Background: an optimization exercise with open tools, aiming at small area and a short achievable clock period. Do not read the settings as production practice. Only simulation tests tie the RTL to the original design; equivalence was not proved. Power and IR drop assume default switching activity.

### design/flow/config.mk
export PLATFORM = sky130hd
export DESIGN_NAME = mult_top
export DESIGN_NICKNAME = mult_top
export VERILOG_FILES = /design/flow/design.v
export SDC_FILE = /design/flow/constraint.sdc
export NUM_CORES = 4
export LEC_CHECK = 0
export ABC_AREA = 1
export CAP_MARGIN = 20
export CORE_MARGIN = 2
export CORE_UTILIZATION = 40
export SETUP_SLACK_MARGIN = 1.5
export SLEW_MARGIN = 20
### design/flow/constraint.sdc
create_clock -name core_clock -period 5.2 [get_ports {clk}]
set_input_delay 1.0400 -clock core_clock [delete_from_list [all_inputs] [get_ports {clk}]]
set_output_delay 1.0400 -clock core_clock [all_outputs]
set_load 0.01 [all_outputs]
### design/flow/design.v
module mult_top(
    input clk,
    input  [15:0] x,
    input  [15:0] y,
    output reg [31:0] p_out
    );
    wire one0, two0, neg0, one1, two1, neg1, s10, s9, s8, s0, nzx;
    wire [12:0] oa;
    lobo_pre pre(.x(x), .y(y), .one0(one0), .two0(two0), .neg0(neg0),
        .one1(one1), .two1(two1), .neg1(neg1),
        .s10(s10), .s9(s9), .s8(s8), .s0(s0), .nzx(nzx), .oa(oa));
    reg [15:0] Y_vec;
    reg [5:0]  B_vec;    
    reg [4:0]  S_vec;    
    reg [12:0] A_vec;    
    always @(posedge clk)
    begin
        Y_vec <= y;
        B_vec <= {one0, two0, neg0, one1, two1, neg1};
        S_vec <= {s10, s9, s8, s0, nzx};
        A_vec <= oa;
    end
    wire [31:0] P_vec;
    lobo_sum sum(.y(Y_vec),
        .one0(B_vec[5]), .two0(B_vec[4]), .neg0(B_vec[3]),
        .one1(B_vec[2]), .two1(B_vec[1]), .neg1(B_vec[0]),
        .s10(S_vec[4]), .s9(S_vec[3]), .s8(S_vec[2]), .s0(S_vec[1]), .nzx(S_vec[0]),
        .oa(A_vec), .p(P_vec));
    always @(posedge clk)
        p_out <= P_vec;
endmodule
module lobo_pre(
    input  [15:0] x,
    input  [15:0] y,
    output one0, two0, neg0, one1, two1, neg1,
    output s10, s9, s8, s0, nzx,
    output [12:0] oa            
    );
    wire x11 = x[11];
    assign one0 = x[12] ^ x[11];
    assign two0 = ~one0 & (x[13] ^ x[12]);
    assign neg0 = x[13];
    assign one1 = x[14] ^ x[13];
    assign two1 = ~one1 & (x[15] ^ x[14]);
    assign neg1 = x[15];
    wire [10:0] a = x[10:0] ^ {11{x11}};
    assign s10 = a[10];
    assign s9  = ~a[10] & a[9];
    assign s8  = ~a[10] & ~a[9] & a[8];
    assign s0  = ~a[10] & ~a[9] & ~a[8] & (|a[7:0]);
    assign nzx = x11 & (|a);
    wire [9:0] x20 = {a[9] & a[10], a[8] & (a[10] | a[9]), a[7:1], a[0] & (a[10] | a[9] | a[8])};
    wire ps = x11 ^ y[15];
    wire [2:0] ya = y[14:12] ^ {3{y[15]}};
    wire k2 = ya[2];
    wire k1 = ~ya[2] & ya[1];
    wire k0 = ~ya[2] & ~ya[1] & ya[0];
    wire [12:0] ov = {{3{ps}}, x20 ^ {10{ps}}};
    wire [12:0] oas = ({13{k2}} & (ov << 2)) | ({13{k1}} & (ov << 1)) | ({13{k0}} & ov);
    assign oa = {~oas[12], oas[11:0]};
endmodule
module lobo_sum(
    input  [15:0] y,
    input  one0, two0, neg0, one1, two1, neg1,
    input  s10, s9, s8, s0, nzx,
    input  [12:0] oa,
    output [31:0] p
    );
    assign p[0] = ((s0 & y[0])) ^ (nzx & (s0));
    assign p[1] = ((s0 & y[1])) ^ (nzx & (s0));
    assign p[2] = ((s0 & y[2])) ^ (nzx & (s0));
    assign p[3] = ((s0 & y[3])) ^ (nzx & (s0));
    assign p[4] = ((s0 & y[4])) ^ (nzx & (s0));
    assign p[5] = ((s0 & y[5])) ^ (nzx & (s0));
    assign p[6] = ((s0 & y[6])) ^ (nzx & (s0));
    assign p[7] = ((s0 & y[7])) ^ (nzx & (s0));
    assign p[8] = ((s0 & y[8]) | (s8 & y[0])) ^ (nzx & (s0 | s8));
    assign p[9] = ((s0 & y[9]) | (s8 & y[1]) | (s9 & y[0])) ^ (nzx & (s0 | s8 | s9));
    assign p[10] = ((s0 & y[10]) | (s8 & y[2]) | (s9 & y[1]) | (s10 & y[0])) ^ nzx;
    assign p[11] = ((s0 & y[11]) | (s8 & y[3]) | (s9 & y[2]) | (s10 & y[1])) ^ nzx;
    wire c0 = neg0 ^ oa[0] ^ (((one0 & y[0])) ^ neg0);
    wire c1 = (neg0 & oa[0]) | ((((one0 & y[0])) ^ neg0) & (neg0 ^ oa[0]));
    wire c2 = oa[1] ^ (((one0 & y[1]) | (two0 & y[0])) ^ neg0) ^ (((s10 & y[3]) | (s9 & y[4]) | (s8 & y[5]) | (s0 & y[13])) ^ nzx);
    wire c3 = (oa[1] & (((one0 & y[1]) | (two0 & y[0])) ^ neg0)) | ((((s10 & y[3]) | (s9 & y[4]) | (s8 & y[5]) | (s0 & y[13])) ^ nzx) & (oa[1] ^ (((one0 & y[1]) | (two0 & y[0])) ^ neg0)));
    wire c4 = neg1 ^ oa[2] ^ (((one0 & y[2]) | (two0 & y[1])) ^ neg0);
    wire c5 = (neg1 & oa[2]) | ((((one0 & y[2]) | (two0 & y[1])) ^ neg0) & (neg1 ^ oa[2]));
    wire c6 = (((one1 & y[0])) ^ neg1) ^ (((s10 & y[4]) | (s9 & y[5]) | (s8 & y[6]) | (s0 & y[14])) ^ nzx) ^ c3;
    wire c7 = ((((one1 & y[0])) ^ neg1) & (((s10 & y[4]) | (s9 & y[5]) | (s8 & y[6]) | (s0 & y[14])) ^ nzx)) | (c3 & ((((one1 & y[0])) ^ neg1) ^ (((s10 & y[4]) | (s9 & y[5]) | (s8 & y[6]) | (s0 & y[14])) ^ nzx)));
    wire c8 = oa[3] ^ (((one0 & y[3]) | (two0 & y[2])) ^ neg0) ^ (((one1 & y[1]) | (two1 & y[0])) ^ neg1);
    wire c9 = (oa[3] & (((one0 & y[3]) | (two0 & y[2])) ^ neg0)) | ((((one1 & y[1]) | (two1 & y[0])) ^ neg1) & (oa[3] ^ (((one0 & y[3]) | (two0 & y[2])) ^ neg0)));
    wire c10 = (((s10 & y[5]) | (s9 & y[6]) | (s8 & y[7]) | (s0 & y[15])) ^ nzx) ^ c5 ^ c8;
    wire c11 = ((((s10 & y[5]) | (s9 & y[6]) | (s8 & y[7]) | (s0 & y[15])) ^ nzx) & c5) | (c8 & ((((s10 & y[5]) | (s9 & y[6]) | (s8 & y[7]) | (s0 & y[15])) ^ nzx) ^ c5));
    wire c12 = oa[4] ^ (((one0 & y[4]) | (two0 & y[3])) ^ neg0) ^ (((one1 & y[2]) | (two1 & y[1])) ^ neg1);
    wire c13 = (oa[4] & (((one0 & y[4]) | (two0 & y[3])) ^ neg0)) | ((((one1 & y[2]) | (two1 & y[1])) ^ neg1) & (oa[4] ^ (((one0 & y[4]) | (two0 & y[3])) ^ neg0)));
    wire c14 = (((s10 & y[6]) | (s9 & y[7]) | (s8 & y[8]) | (s0 & y[15])) ^ nzx) ^ c9 ^ c12;
    wire c15 = ((((s10 & y[6]) | (s9 & y[7]) | (s8 & y[8]) | (s0 & y[15])) ^ nzx) & c9) | (c12 & ((((s10 & y[6]) | (s9 & y[7]) | (s8 & y[8]) | (s0 & y[15])) ^ nzx) ^ c9));
    wire c16 = oa[5] ^ (((one0 & y[5]) | (two0 & y[4])) ^ neg0) ^ (((one1 & y[3]) | (two1 & y[2])) ^ neg1);
    wire c17 = (oa[5] & (((one0 & y[5]) | (two0 & y[4])) ^ neg0)) | ((((one1 & y[3]) | (two1 & y[2])) ^ neg1) & (oa[5] ^ (((one0 & y[5]) | (two0 & y[4])) ^ neg0)));
    wire c18 = (((s10 & y[7]) | (s9 & y[8]) | (s8 & y[9]) | (s0 & y[15])) ^ nzx) ^ c13 ^ c16;
    wire c19 = ((((s10 & y[7]) | (s9 & y[8]) | (s8 & y[9]) | (s0 & y[15])) ^ nzx) & c13) | (c16 & ((((s10 & y[7]) | (s9 & y[8]) | (s8 & y[9]) | (s0 & y[15])) ^ nzx) ^ c13));
    wire c20 = oa[6] ^ (((one0 & y[6]) | (two0 & y[5])) ^ neg0) ^ (((one1 & y[4]) | (two1 & y[3])) ^ neg1);
    wire c21 = (oa[6] & (((one0 & y[6]) | (two0 & y[5])) ^ neg0)) | ((((one1 & y[4]) | (two1 & y[3])) ^ neg1) & (oa[6] ^ (((one0 & y[6]) | (two0 & y[5])) ^ neg0)));
    wire c22 = (((s10 & y[8]) | (s9 & y[9]) | (s8 & y[10]) | (s0 & y[15])) ^ nzx) ^ c17 ^ c20;
    wire c23 = ((((s10 & y[8]) | (s9 & y[9]) | (s8 & y[10]) | (s0 & y[15])) ^ nzx) & c17) | (c20 & ((((s10 & y[8]) | (s9 & y[9]) | (s8 & y[10]) | (s0 & y[15])) ^ nzx) ^ c17));
    wire c24 = oa[7] ^ (((one0 & y[7]) | (two0 & y[6])) ^ neg0) ^ (((one1 & y[5]) | (two1 & y[4])) ^ neg1);
    wire c25 = (oa[7] & (((one0 & y[7]) | (two0 & y[6])) ^ neg0)) | ((((one1 & y[5]) | (two1 & y[4])) ^ neg1) & (oa[7] ^ (((one0 & y[7]) | (two0 & y[6])) ^ neg0)));
    wire c26 = (((s10 & y[9]) | (s9 & y[10]) | (s8 & y[11]) | (s0 & y[15])) ^ nzx) ^ c21 ^ c24;
    wire c27 = ((((s10 & y[9]) | (s9 & y[10]) | (s8 & y[11]) | (s0 & y[15])) ^ nzx) & c21) | (c24 & ((((s10 & y[9]) | (s9 & y[10]) | (s8 & y[11]) | (s0 & y[15])) ^ nzx) ^ c21));
    wire c28 = oa[8] ^ (((one0 & y[8]) | (two0 & y[7])) ^ neg0) ^ (((one1 & y[6]) | (two1 & y[5])) ^ neg1);
    wire c29 = (oa[8] & (((one0 & y[8]) | (two0 & y[7])) ^ neg0)) | ((((one1 & y[6]) | (two1 & y[5])) ^ neg1) & (oa[8] ^ (((one0 & y[8]) | (two0 & y[7])) ^ neg0)));
    wire c30 = (((s10 & y[10]) | (s9 & y[11]) | (s8 & y[12]) | (s0 & y[15])) ^ nzx) ^ c25 ^ c28;
    wire c31 = ((((s10 & y[10]) | (s9 & y[11]) | (s8 & y[12]) | (s0 & y[15])) ^ nzx) & c25) | (c28 & ((((s10 & y[10]) | (s9 & y[11]) | (s8 & y[12]) | (s0 & y[15])) ^ nzx) ^ c25));
    wire c32 = oa[9] ^ (((one0 & y[9]) | (two0 & y[8])) ^ neg0) ^ (((one1 & y[7]) | (two1 & y[6])) ^ neg1);
    wire c33 = (oa[9] & (((one0 & y[9]) | (two0 & y[8])) ^ neg0)) | ((((one1 & y[7]) | (two1 & y[6])) ^ neg1) & (oa[9] ^ (((one0 & y[9]) | (two0 & y[8])) ^ neg0)));
    wire c34 = (((s10 & y[11]) | (s9 & y[12]) | (s8 & y[13]) | (s0 & y[15])) ^ nzx) ^ c29 ^ c32;
    wire c35 = ((((s10 & y[11]) | (s9 & y[12]) | (s8 & y[13]) | (s0 & y[15])) ^ nzx) & c29) | (c32 & ((((s10 & y[11]) | (s9 & y[12]) | (s8 & y[13]) | (s0 & y[15])) ^ nzx) ^ c29));
    wire c36 = oa[10] ^ (((one0 & y[10]) | (two0 & y[9])) ^ neg0) ^ (((one1 & y[8]) | (two1 & y[7])) ^ neg1);
    wire c37 = (oa[10] & (((one0 & y[10]) | (two0 & y[9])) ^ neg0)) | ((((one1 & y[8]) | (two1 & y[7])) ^ neg1) & (oa[10] ^ (((one0 & y[10]) | (two0 & y[9])) ^ neg0)));
    wire c38 = (((s10 & y[12]) | (s9 & y[13]) | (s8 & y[14]) | (s0 & y[15])) ^ nzx) ^ c33 ^ c36;
    wire c39 = ((((s10 & y[12]) | (s9 & y[13]) | (s8 & y[14]) | (s0 & y[15])) ^ nzx) & c33) | (c36 & ((((s10 & y[12]) | (s9 & y[13]) | (s8 & y[14]) | (s0 & y[15])) ^ nzx) ^ c33));
    wire c40 = oa[11] ^ (((one0 & y[11]) | (two0 & y[10])) ^ neg0) ^ (((one1 & y[9]) | (two1 & y[8])) ^ neg1);
    wire c41 = (oa[11] & (((one0 & y[11]) | (two0 & y[10])) ^ neg0)) | ((((one1 & y[9]) | (two1 & y[8])) ^ neg1) & (oa[11] ^ (((one0 & y[11]) | (two0 & y[10])) ^ neg0)));
    wire c42 = (((s10 & y[13]) | (s9 & y[14]) | (s8 & y[15]) | (s0 & y[15])) ^ nzx) ^ c37 ^ c40;
    wire c43 = ((((s10 & y[13]) | (s9 & y[14]) | (s8 & y[15]) | (s0 & y[15])) ^ nzx) & c37) | (c40 & ((((s10 & y[13]) | (s9 & y[14]) | (s8 & y[15]) | (s0 & y[15])) ^ nzx) ^ c37));
    wire c44 = ~(oa[12] ^ (((one0 & y[12]) | (two0 & y[11])) ^ neg0));
    wire c45 = oa[12] | (((one0 & y[12]) | (two0 & y[11])) ^ neg0);
    wire c46 = (((one1 & y[10]) | (two1 & y[9])) ^ neg1) ^ (((s10 & y[14]) | (s9 & y[15]) | (s8 & y[15]) | (s0 & y[15])) ^ nzx) ^ c44;
    wire c47 = ((((one1 & y[10]) | (two1 & y[9])) ^ neg1) & (((s10 & y[14]) | (s9 & y[15]) | (s8 & y[15]) | (s0 & y[15])) ^ nzx)) | (c44 & ((((one1 & y[10]) | (two1 & y[9])) ^ neg1) ^ (((s10 & y[14]) | (s9 & y[15]) | (s8 & y[15]) | (s0 & y[15])) ^ nzx)));
    wire c48 = c41 ^ c46 ^ c43;
    wire c49 = (c41 & c46) | (c43 & (c41 ^ c46));
    wire c50 = (((one0 & y[13]) | (two0 & y[12])) ^ neg0) ^ (((one1 & y[11]) | (two1 & y[10])) ^ neg1) ^ ~(((s10 | s9 | s8 | s0) & y[15]) ^ nzx);
    wire c51 = ((((one0 & y[13]) | (two0 & y[12])) ^ neg0) & (((one1 & y[11]) | (two1 & y[10])) ^ neg1)) | (~(((s10 | s9 | s8 | s0) & y[15]) ^ nzx) & ((((one0 & y[13]) | (two0 & y[12])) ^ neg0) ^ (((one1 & y[11]) | (two1 & y[10])) ^ neg1)));
    wire c52 = c45 ^ c50 ^ c47;
    wire c53 = (c45 & c50) | (c47 & (c45 ^ c50));
    wire c54 = ~((((one0 & y[14]) | (two0 & y[13])) ^ neg0) ^ (((one1 & y[12]) | (two1 & y[11])) ^ neg1));
    wire c55 = (((one0 & y[14]) | (two0 & y[13])) ^ neg0) | (((one1 & y[12]) | (two1 & y[11])) ^ neg1);
    wire c56 = c54 ^ c51 ^ c53;
    wire c57 = (c54 & c51) | (c53 & (c54 ^ c51));
    wire c58 = ~((((one0 & y[15]) | (two0 & y[14])) ^ neg0) ^ (((one1 & y[13]) | (two1 & y[12])) ^ neg1));
    wire c59 = (((one0 & y[15]) | (two0 & y[14])) ^ neg0) | (((one1 & y[13]) | (two1 & y[12])) ^ neg1);
    wire c60 = c55 ^ c58 ^ c57;
    wire c61 = (c55 & c58) | (c57 & (c55 ^ c58));
    wire c62 = ~(((one0 & y[15]) | (two0 & y[15])) ^ neg0) ^ (((one1 & y[14]) | (two1 & y[13])) ^ neg1) ^ c59;
    wire c63 = (~(((one0 & y[15]) | (two0 & y[15])) ^ neg0) & (((one1 & y[14]) | (two1 & y[13])) ^ neg1)) | (c59 & (~(((one0 & y[15]) | (two0 & y[15])) ^ neg0) ^ (((one1 & y[14]) | (two1 & y[13])) ^ neg1)));
    wire c64 = ~((((one1 & y[15]) | (two1 & y[14])) ^ neg1) ^ c63);
    wire c65 = (((one1 & y[15]) | (two1 & y[14])) ^ neg1) | c63;
    wire [19:0] ra = {1'b1, ~(((one1 & y[15]) | (two1 & y[15])) ^ neg1), c64, c61, c60, c56, c49, c48, c39, c35, c31, c27, c23, c19, c15, c11, c7, c4, c1, (((s10 & y[2]) | (s9 & y[3]) | (s8 & y[4]) | (s0 & y[12])) ^ nzx)};
    wire [19:0] rb = {1'b0, c65, 1'b0, c62, 1'b0, 1'b0, c52, 1'b0, c42, c38, c34, c30, c26, c22, c18, c14, c10, c6, c2, c0};
    assign p[31:12] = ra + rb;
endmodule
module LOBOq2_12bit_1C_v2(
    input [15:0] x,
    input [15:0] y,
    output [31:0] p
    );
    wire one0, two0, neg0, one1, two1, neg1, s10, s9, s8, s0, nzx;
    wire [12:0] oa;
    lobo_pre pre(.x(x), .y(y), .one0(one0), .two0(two0), .neg0(neg0),
        .one1(one1), .two1(two1), .neg1(neg1),
        .s10(s10), .s9(s9), .s8(s8), .s0(s0), .nzx(nzx), .oa(oa));
    lobo_sum sum(.y(y), .one0(one0), .two0(two0), .neg0(neg0),
        .one1(one1), .two1(two1), .neg1(neg1),
        .s10(s10), .s9(s9), .s8(s8), .s0(s0), .nzx(nzx), .oa(oa), .p(p));
endmodule
### design/flow/run.sh
#!/bin/bash
# synth_recipe.tcl (not shown) runs the flow's synth.tcl, then flattens the netlist and writes it again
# the make line also repeats each setting of config.mk as NAME=value (left out here)
make -C /OpenROAD-flow-scripts/flow DESIGN_CONFIG=/design/flow/config.mk WORK_HOME=/design/flow/orfs CLKGATE_MAP_FILE= SYNTH_SCRIPT=/design/flow/synth_recipe.tcl finish
==> run summary, run 1 <==
remaining global-route overflow=0; count of cells along the worst register-to-register path=16; clock tree from TritonCTS=built; Maximum Capacitance Violations=0; count of cell types in the netlist=34; root cell of the clock tree=clkbuf_16; Max Fclk=285.1 MHz; source of the worst register-to-register timing path=B_vec[5]; Final Critical Period=3.508 ns; Syn Std Cell Area=5015 um2; number of nets still failing antenna checks after routing=0; category of the most critical setup path=flip-flop to flip-flop; largest fanout on the critical path=8; post-route fraction of the period consumed by the critical path=0.6746; startpoint of the lowest-slack hold path=S_vec[1]; floorplan die area=around 13000 um2; Commonest cells post-synth=138 x nand2_1, 108 x inv_1, 72 x dfxtp_1, 67 x xor2_1, 42 x o22ai_1; worst hold path endpoint=p_out[4]; wire per inst=around 14 um; routability congestion estimate=0.9341; Total Wirelength=roughly 13000 um; Vias per Instance=4.847; Final WS setup=approximately 1.7 ns; count of flip-flops with a built-in enable after synthesis=0; final-layout setup total negative slack=0 ns; Final Power=~3.6 mW; Hold Crit Depth=2; Initial Utilization=0.4140; fraction of the yosys area taken by sequential cells=0.2874; data arrival time of the worst path=3.74 ns; DIE WIDTH=about 120 um; Post-route DRC=0; number of antenna violations at the first check in global routing=0; area of the core=around 12000 um2; launching element type of the critical path=flip-flop; clock transition at the registers of the reported paths=0.06 ns; final setup violating endpoints=0; final design utilization=0.5218; top post-synthesis cells by area=dfxtp_1 29%, xor2_1 12%, fa_1 12%; vias=4382; total CTS buffers=9; top cell type by total area after synthesis=dfxtp_1; number of levels the H-tree was split into=3; initial drt markers=272; unrepaired setup endpoints after global routing=false; leading register cell type out of synthesis=dfxtp_1; leakage power=3.003 nW; wire length of the first global-routing pass=just under 20000 um; number of rows in the core area=40; leading cell type by number of instances after synthesis=nand2_1; status=finished clean; area share of the largest cell type after synthesis=0.2874; Detailed Routing Iterations Pass 1=5; number of buffers on the longest clock path=2; Total Nets Final=812; DP Worst Slack=1.213 ns; HPWL after detailed placement=between 10000 and 15000 um; PwrDens=570.5 nW/um2; path type of the worst min-delay path=flip-flop to flip-flop; largest clock skew in the final design=between 0.01 and 0.015 ns; total track usage=0.1935; vertical die dimension=~120 um; critical path capture point type=flip-flop; pin count of the biggest net entering global routing=16; PortBufs=64; end of the worst register-to-register path=p_out[27]; Mapped Cells=654; I/O pin count=65; share of post-route cells with drive strength above 1=0.08832; max-slew violations=0; relative area change from synthesis to final layout=26.02%; peak supply drop=0.2192 mV; synthesized net count=approximately 740; share of async-settable or async-resettable flops after synthesis=0; Syn. warnings=1; number of register bits inferred by synthesis=72; Num Clock Sinks=between 70 and 80; number of hold violations in the final report=0; mean instance size in the synthesized netlist=7.668 um2; register-to-register setup slack=1.69 ns; vias in the first global route=approximately 4.2k; Worst Max-Slew Pin Slew=about 0.98 ns; Worst EP required=5.44 ns; headroom to the max-slew limit=0.3469; latest clock arrival within the worst-skew pair=0.34 ns; number of inserted diodes=0
[metal layers]
metal  vias to the layer above  track usage  part of all wire
met4                         0       0.1048             0.030
met3                        31      0.03556             0.049
met2                       152       0.3349              0.49
li1                       2224            -                 -
met5                         -            0                 0
met1                      1975       0.2271              0.43
[layout by cell type, fill, tap and decap left out, types with 2 or more instances in the layout]
cell type,n
nand2_1,136
inv_1,100
xor2_1,67
dfxtp_1,65
clkdlybuf4s50_1,64
o22ai_1,40
nand3_1,35
a21oi_1,28
nor2_1,28
fa_1,28
buf_4,19
o21ai_0,18
ha_1,18
xnor2_1,15
clkbuf_16,9
dfxtp_2,6
o211ai_1,6
clkinv_1,5
nor3_1,4
inv_2,4
clkinvlp_4,4
a211oi_1,2
nor3_2,2
o21a_1,2
clkinv_2,2
o22ai_2,2
bufinv_16,2
inv_6,2
buf_2,2
[flip-flops by register name, summed over array words and instances (netlist names)]
name / count
A_vec: 13
B_vec: 6
S_vec: 5
Y_vec: 16
p_out: 32
[worst max path at each step]
| stage | cells past startpoint | startpoint | slack (ns) | endpoint |
|---|---|---|---|---|
| floorplan | 20 | B_vec[3] | 1.62 | p_out[30] |
| global placement | 17 | S_vec[0] | 1.35 | p_out[30] |
| detailed placement | 16 | S_vec[0] | 1.21 | p_out[29] |
| CTS | 20 | S_vec[1] | 1.53 | p_out[29] |
| global route | 19 | B_vec[5] | 1.49 | p_out[30] |
| finish | 16 | B_vec[5] | 1.69 | p_out[27] |
[critical path: stages, from the launching register on]
cell        delay (ns)
dfxtp_2           0.36
clkinvlp_4        0.18
buf_4             0.19
o22ai_2           0.18
xor2_1            0.13
fa_1              0.53
inv_1             0.05
fa_1              0.39
fa_1              0.39
inv_1             0.07
ha_1              0.28
nand2_1           0.14
o21ai_0           0.12
nor2_1            0.18
nand2_1           0.08
nand2_1           0.06
nand2_1           0.04
[cell families (layout without fill, tap and decap cells)]
group	count (synthesis)	after routing	share of synthesized area
buf+inv	135	217	0.1068
simple gates	211	211	0.1714
xor+xnor	83	83	0.1487
fa+ha+maj	48	48	0.1632
compound gates	105	105	0.1225
flops	72	72	0.2874
[cell type report]
| class | count | area [um2] |
|---|---|---|
| Tap cell | 168 | 210.2 |
| Clock inverter | 6 | 91.34 |
| Inverter | 115 | 450.4 |
| Sequential cell | 72 | 1453 |
| Multi-Input combinational cell | 447 | 3088 |
| Fill cell | 1189 | 5792 |
| Clock buffer | 10 | 229.0 |
| Timing Repair Buffer | 85 | 793.3 |
| Timing Repair inverter | 1 | 5.005 |
[through the flow]
step           cells  hold slack, ns  area [um2]
6_report         904          0.5321        6320
5_1_grt          904          0.5454        6320
4_1_cts          886          0.5820        6125
3_5_place_dp     867          0.5584        5769
3_3_place_gp     867          0.5564        5769
2_1_floorplan    654          0.5127        5015
[power breakdown]
group	internal (mW)	leakage (nW)	switching (mW)
clock network	0.423	0.157	0.247
logic	0.898	2.24	1.29
registers	0.705	0.605	0.0467
total	2.03	3.00	1.58
[what timing repair did]
item | in CTS | in global routing
buffers inserted | 2 | 18
gates resized for setup | 9 | 21
hold buffers | 0 | 0
pin swaps | 0 | 4
cloned | 1 | 0
setup endpoints to repair | 4 | 4
==> inputs of run 2 (changes only) <==
--- a/design/flow/config.mk
+++ b/design/flow/config.mk
@@ -10,4 +10,4 @@
 export CORE_MARGIN = 2
 export CORE_UTILIZATION = 40
-export SETUP_SLACK_MARGIN = 1.5
+export SETUP_SLACK_MARGIN = 2.5
 export SLEW_MARGIN = 20
==> run 2 against run 1 <==
Cell count up 0.77%. Global-route usage increased by 1.3 points. Still clean on timing, DRC and antenna. Fmax up 6.7%. Combinational power increased by 44%.
==> run summary, run 2 <==
status=finished clean; path type of the worst min-delay path=flip-flop to flip-flop; launching element type of the critical path=flip-flop; Total Wirelength=13380 um; headroom to the max-slew limit=0.4629; number of register bits inferred by synthesis=72; initial drt markers=250; max FFs per register=32; clock transition at the registers of the reported paths=0.05 ns; PortBufs=64; Final Hold Slack=0.5672 ns; relative area change from synthesis to final layout=39.92%; share of async-settable or async-resettable flops after synthesis=0; post-layout instance count excluding filler cells=911; latest clock arrival within the worst-skew pair=0.34 ns; filler instances=roughly 1.1k; top post-synthesis cells by area=dfxtp_1 29%, xor2_1 12%, fa_1 12%; post-route fraction of the period consumed by the critical path=0.6320; floorplan die area=around 13000 um2; area of the core=12110 um2; wire per inst=14.69 um; synthesized net count=735; final-layout setup total negative slack=0 ns; CP cell instances=inv_4 > o22ai_2 > xor2_1 > ha_1 > fa_2 > fa_2 > inv_2 > fa_2 > inv_2 > fa_2 > inv_4 > nand2_8 > nor3_2 > and2_1 > nand2_1 > nand2_1 > nand2_1 > nand2_1; Final Critical Period=3.286 ns; number of rows in the core area=40; number of nets still failing antenna checks after routing=0; Syn Std Cell Area=between 5000 and 6000 um2; leading register cell type out of synthesis=dfxtp_1; biggest registers after layout=p_out x32, Y_vec x16, A_vec x13; Mapped Cells=654; Top reg by flops=p_out; Detailed Routing Iterations Pass 1=5; PwrDens=between 600 and 700 nW/um2; largest clock skew in the final design=0.004743 ns; most common cell after layout, fill and taps aside=nand2_1; number of buffers on the longest clock path=2; count of flip-flops with a built-in enable after synthesis=0; startpoint of the lowest-slack hold path=Y_vec[4]; final setup violating endpoints=0; end of the worst register-to-register path=p_out[30]; Hold Crit Depth=2; leakage power=3.144 nW; fraction of the yosys area taken by sequential cells=0.2874; Num Clock Sinks=72; leading cell type by number of instances after synthesis=nand2_1; Max Fclk=slightly above 300 MHz; number of inserted diodes=0; data arrival time of the worst path=3.52 ns; Max stage delay cell, worst path=fa_2; number of levels the H-tree was split into=3; Maximum Capacitance Violations=0; leading cell types in the layout, fill and taps excluded=113 x nand2_1, 82 x inv_1, 63 x clkdlybuf4s50_1; mean instance size in the synthesized netlist=7.668 um2; Syn. warnings=1; total track usage=0.2061; HPWL after detailed placement=10120 um; number of hold violations in the final report=0; area share of the largest cell type after synthesis=0.2874; clock tree from TritonCTS=built; Final Power=4.446 mW; Vias per Instance=5.024; Initial Utilization=0.4140; top cell type by total area after synthesis=dfxtp_1; share of post-route cells with drive strength above 1=0.2476; pin count of the biggest net entering global routing=16; register-to-register setup slack=1.91 ns; Max stage delay on crit path=0.58 ns; Commonest cells post-synth=138 x nand2_1, 108 x inv_1, 72 x dfxtp_1, 67 x xor2_1, 42 x o22ai_1; largest fanout on the critical path=6; count of cell types in the netlist=34; DIE WIDTH=116.0 um; Total Nets Final=820; critical path capture point type=flip-flop; routability congestion estimate=0.9123; max-slew violations=0; count of cells along the worst register-to-register path=18; Worst Max-Slew Pin Slew=0.8056 ns; number of placed instances with taps included=866; remaining global-route overflow=0; vertical die dimension=around 120 um; root cell of the clock tree=clkbuf_16; wire length of the first global-routing pass=21390 um; vias=4577; number of antenna violations at the first check in global routing=0; vias in the first global route=4478; unrepaired setup endpoints after global routing=true; category of the most critical setup path=flip-flop to flip-flop; total CTS buffers=9; Post-route DRC=0; Worst EP required=approximately 5.4 ns; I/O pin count=65; worst hold path endpoint=p_out[4]; source of the worst register-to-register timing path=Y_vec[11]; peak supply drop=0.2979 mV
## run 2: stage by stage
stage               cell area (um2)  worst slack, ns  utilization
floorplan                      5354            1.993            -
global placement               6033            1.441       0.4981
detailed placement             6033            1.364       0.4981
CTS                            6623            1.971       0.5468
global route                   7017            1.769       0.5793
finish                         7017            1.914       0.5793
## run 2: critical path: cells and delay by family, from the launching register on
| kind | cells | cell delay, ns |
|---|---|---|
| AOI/OAI and AO/OA | 1 | 0.15 |
| xor gates and xnor gates | 1 | 0.18 |
| adders and majority gates | 5 | 1.78 |
| buffers and inverters | 4 | 0.23 |
| DFF | 1 | 0.35 |
| and+or+nand+nor | 7 | 0.50 |
## run 2: worst max-delay path by stage
| stage | slack, ns | end | from |
|---|---|---|---|
| global route | 1.77 | p_out[30] | Y_vec[12] |
| finish | 1.91 | p_out[30] | Y_vec[11] |
| detailed placement | 1.36 | p_out[30] | S_vec[0] |
| CTS | 1.97 | p_out[30] | B_vec[4] |
| floorplan | 1.99 | p_out[30] | S_vec[1] |
| global placement | 1.44 | p_out[30] | S_vec[0] |
## run 2: per-layer routing
| layer | vias up | share of wire | global-route usage |
|---|---|---|---|
| li1 | 2244 | - | - |
| met5 | - | 0 | 0 |
| met2 | 158 | 0.48 | 0.3458 |
| met3 | 36 | 0.060 | 0.04289 |
| met4 | 0 | 0.032 | 0.09048 |
| met1 | 2139 | 0.42 | 0.2565 |
## run 2: final cells by class
| cell class | instances | area (um2) | area share |
|---|---|---|---|
| Timing Repair inverter | 1 | 5.005 | 0.0007133 |
| Inverter | 115 | 499.2 | 0.07115 |
| Multi-Input combinational cell | 447 | 3667 | 0.5226 |
| Sequential cell | 72 | 1481 | 0.2111 |
| Tap cell | 168 | 210.2 | 0.02996 |
| Clock buffer | 12 | 256.5 | 0.03655 |
| Clock inverter | 3 | 17.52 | 0.002496 |
| Timing Repair Buffer | 93 | 879.6 | 0.1254 |
## run 2: power by group
group / internal, mW / switching (mW)
Combinational: 1.39 / 1.74
Sequential: 0.706 / 0.0558
Clock: 0.344 / 0.214
## run 2: logic make-up after synthesis
kind of cell | count (synthesis) | synth area share
AO/OA/AOI/OAI | 105 | 0.1225
XOR/XNOR | 83 | 0.1487
adder cells (fa/ha/maj) | 48 | 0.1632
buffers and inverters | 135 | 0.1068
flip-flops | 72 | 0.2874
AND/OR/NAND/NOR | 211 | 0.1714
## run 2: timing repair
action                                  in CTS  in global routing
resized for setup                           62                 76
hold buffers                                 0                  0
cloned                                       1                  0
endpoints found under the setup margin      33                 30
pin swaps                                   24                 37
endpoints found under the hold margin        0                  0
buffers inserted                            19                 10
==> inputs of run 3 (changes only) <==
--- a/design/flow/config.mk
+++ b/design/flow/config.mk
@@ -10,4 +10,3 @@
 export CORE_MARGIN = 2
 export CORE_UTILIZATION = 40
-export SETUP_SLACK_MARGIN = 2.5
 export SLEW_MARGIN = 20
==> run 3 against run 2 <==
Clock skew is 0.0074 ns higher. Setup slack worse by 0.75 ns. Utilization is 7.7 points lower. Global-route usage is 1.4 points lower. First-iteration DRC count is 13% lower. Critical path type unchanged. Critical endpoint is now p_out[29]. Highest routed layer unchanged.
==> run summary, run 3 <==
number of antenna violations at the first check in global routing=0; Syn. warnings=1; biggest registers after layout=p_out x32, Y_vec x16, A_vec x13; Worst EP required=5.44 ns; fraction of the yosys area taken by sequential cells=0.2874; number of placed instances with taps included=867; launching element type of the critical path=flip-flop; leading cell types in the layout, fill and taps excluded=138 x nand2_1, 108 x inv_1, 72 x dfxtp_1; post-route fraction of the period consumed by the critical path=0.7759; hold buffer count at cts=0; count of cell types in the netlist=34; category of the most critical setup path=flip-flop to flip-flop; combinational family with the most area after synthesis=simple AND/OR/NAND/NOR gates; Detailed Routing Iterations Pass 1=5; number of levels the H-tree was split into=3; max-slew violations=0; number of nets still failing antenna checks after routing=0; floorplan die area=13450 um2; total of cells resized after clock tree synthesis=0; Max Fclk=around 250 MHz; Hold Crit Depth=2; leading cell type by number of instances after synthesis=nand2_1; power share of the clock group=0.189; Vias per Instance=between 4 and 5; top cell type by total area after synthesis=dfxtp_1; root cell of the clock tree=clkbuf_16; Syn Std Cell Area=5015 um2; xor and xnor fraction of the mapped netlist area=0.1487; area of the core=~12000 um2; filler instances=1202; most common cell after layout, fill and taps aside=nand2_1; latest clock arrival within the worst-skew pair=between 0.3 and 0.4 ns; data arrival time of the worst path=between 4 and 5 ns; number of post-CTS setup repair buffers=0; HPWL after detailed placement=slightly above 10000 um; clock tree from TritonCTS=built; wire length of the first global-routing pass=19650 um; total track usage=0.1920; pin count of the biggest net entering global routing=25; Sw Ratio=0.4385; unrepaired setup endpoints after global routing=false; number of rows in the core area=40; top post-synthesis cells by area=dfxtp_1 29%, xor2_1 12%, fa_1 12%; Final Critical Period=just over 4 ns; fraction of power consumed by sequential logic=0.212; Mapped Cells=654; Top reg by flops=p_out; final design utilization=0.5028; status=finished clean; Num Clock Sinks=72; vias=4244; Initial Utilization=0.4140; count of flip-flops with a built-in enable after synthesis=0; leading register cell type out of synthesis=dfxtp_1; I/O pin count=65; Final WS setup=between 1 and 1.5 ns; vertical die dimension=116.0 um; DP Worst Slack=~1.2 ns; mean instance size in the synthesized netlist=7.668 um2; Final Hold Slack=0.5815 ns; share of async-settable or async-resettable flops after synthesis=0; max FFs per register=32; leakage power=2.920 nW; number of hold violations in the final report=0; largest clock skew in the final design=0.01212 ns; path type of the worst min-delay path=flip-flop to flip-flop; total CTS buffers=9; remaining global-route overflow=0; Worst Max-Slew Pin Slew=0.9725 ns; simple-gate area share of the yosys netlist=0.1714; largest fanout on the critical path=24; relative area change from synthesis to final layout=21.43%; Maximum Capacitance Violations=0; post-layout instance count excluding filler cells=around 880; wire per inst=13.97 um; clock transition at the registers of the reported paths=0.06 ns; count of cells along the worst register-to-register path=16; routability congestion estimate=0.9341; portion of netlist area occupied by mux cells=0; number of buffers on the longest clock path=2; PwrDens=581.5 nW/um2; Net Sw Power=1.553 mW; number of register bits inferred by synthesis=72; synthesized-area fraction occupied by adder cells=0.1632; vias in the first global route=4147; share of post-route cells with drive strength above 1=0.02657; number of inserted diodes=0; portion of total power attributed to combinational logic=0.599; post-synthesis compound-gate area fraction=0.1225; DIE WIDTH=116.0 um; Post-route DRC=0; final setup violating endpoints=0; cell-internal power=roughly 2.0 mW; peak supply drop=0.2183 mV; area share of the largest cell type after synthesis=0.2874; critical path capture point type=flip-flop; headroom to the max-slew limit=0.3495; final-layout setup total negative slack=0 ns; PortBufs=64; Total Nets Final=791; initial drt markers=217; synthesized net count=735; Total Wirelength=12330 um; Commonest cells post-synth=138 x nand2_1, 108 x inv_1, 72 x dfxtp_1, 67 x xor2_1, 42 x o22ai_1
[run 3: cell types whose count changed in the layout (fill, tap and decap cells not counted), moves of 10 or more]
cell | previous run | this run
o22ai_2 | 13 | 0
dfxtp_4 | 10 | 0
nand2_1 | 113 | 138
o22ai_1 | 25 | 42
inv_1 | 82 | 108
inv_2 | 15 | 1
dfxtp_1 | 60 | 72
ha_4 | 12 | 0
ha_1 | 7 | 19
nand2_2 | 17 | 0
buf_4 | 24 | 1
[run 3: path summary, 6_finish.rpt]
kind / from / end / slack, ns
setup / recovery: S_vec[0] / p_out[29] / 1.17
hold / removal: S_vec[1] / p_out[4] / 0.58
setup reg to reg: S_vec[0] / p_out[29] / 1.17
hold reg to reg: S_vec[1] / p_out[4] / 0.58
[run 3: area by class of cell]
| cell class | instances | area, um2 | area share |
|---|---|---|---|
| multi-input cells | 447 | 3038 | 0.4989 |
| flip-flops and latches | 72 | 1441 | 0.2367 |
| repair buffers | 65 | 648.1 | 0.1064 |
| inverters | 115 | 431.7 | 0.07089 |
| clock buffers | 10 | 229.0 | 0.03760 |
| well taps | 168 | 210.2 | 0.03452 |
| clock inverters | 6 | 91.34 | 0.01500 |
[run 3: worst max-delay path: stages (launching register included)]
cell,delay (ns)
dfxtp_1,0.64
inv_1,0.47
xor2_1,0.33
fa_1,0.47
fa_1,0.41
inv_1,0.08
fa_1,0.16
inv_1,0.05
fa_1,0.36
inv_1,0.07
ha_1,0.25
nand2_1,0.19
o21ai_0,0.11
a21oi_1,0.17
nand2_1,0.08
nand2_1,0.06
nand2_1,0.04
[run 3: cell families after synthesis]
group | count (synthesis)
xor gates and xnor gates | 83
buffers and inverters | 135
adders and majority gates | 48
DFF | 72
and+or+nand+nor | 211
AOI/OAI and AO/OA | 105
[run 3: per-layer routing]
layer | global-route usage | vias to the layer above | part of all wire
met1 | 0.2267 | 1927 | 0.45
li1 | - | 2183 | -
met3 | 0.03400 | 26 | 0.037
met5 | 0 | - | 0
met4 | 0.09841 | 0 | 0.029
met2 | 0.3345 | 108 | 0.48
[run 3: power groups by stage]
| stage | Combinational [mW] | Clock [mW] | Sequential (mW) |
|---|---|---|---|
| after floorplan | 1.49 | 0 | 0.800 |
| after global placement | 2.11 | 0 | 0.761 |
| after detailed placement | 2.12 | 0 | 0.763 |
| after CTS | 2.13 | 0.690 | 0.750 |
| after global routing | 2.42 | 0.718 | 0.761 |
| final | 2.12 | 0.670 | 0.749 |
[run 3: metrics by stage]
step                      area (um2)  power, mW
after floorplan                 5015      2.293
after global placement          5769      2.867
after detailed placement        5769      2.885
after CTS                       6090      3.573
after global routing            6090      3.902
final                           6090      3.541

[afterwards: timing with drivers on the ports]
No port has a modelled driver above. Below, the same layouts with a new extraction and two added sets of constraints.
Step 1, drivers: a clkbuf_16 drives clk and a buf_2 each remaining input, both assumed.
Step 2 times the ports against the registers' clock, not the clock port: input delays grow and output delays shrink by t, the midpoint of the rising clock arrivals with the driver on.
Slacks: ideal / step 1 / step 2; pairs: ideal / step 1.
| run | shift t [ns] | setup slack, ns | worst setup path after step 2 | worst register clock-pin slew, ns | pins driven straight from the clock port |
|---|---|---|---|---|---|
| run 1 | 0.377 | 1.692 / 1.692 / 1.692 | register to register | 0.06 / 0.06 | 1 |
| run 2 | 0.370 | 1.914 / 1.914 / 1.914 | register to register | 0.05 / 0.05 | 1 |
| run 3 | 0.378 | 1.166 / 1.166 / 1.166 | register to register | 0.06 / 0.06 | 1 |
After both steps every run listed still meets setup and hold.
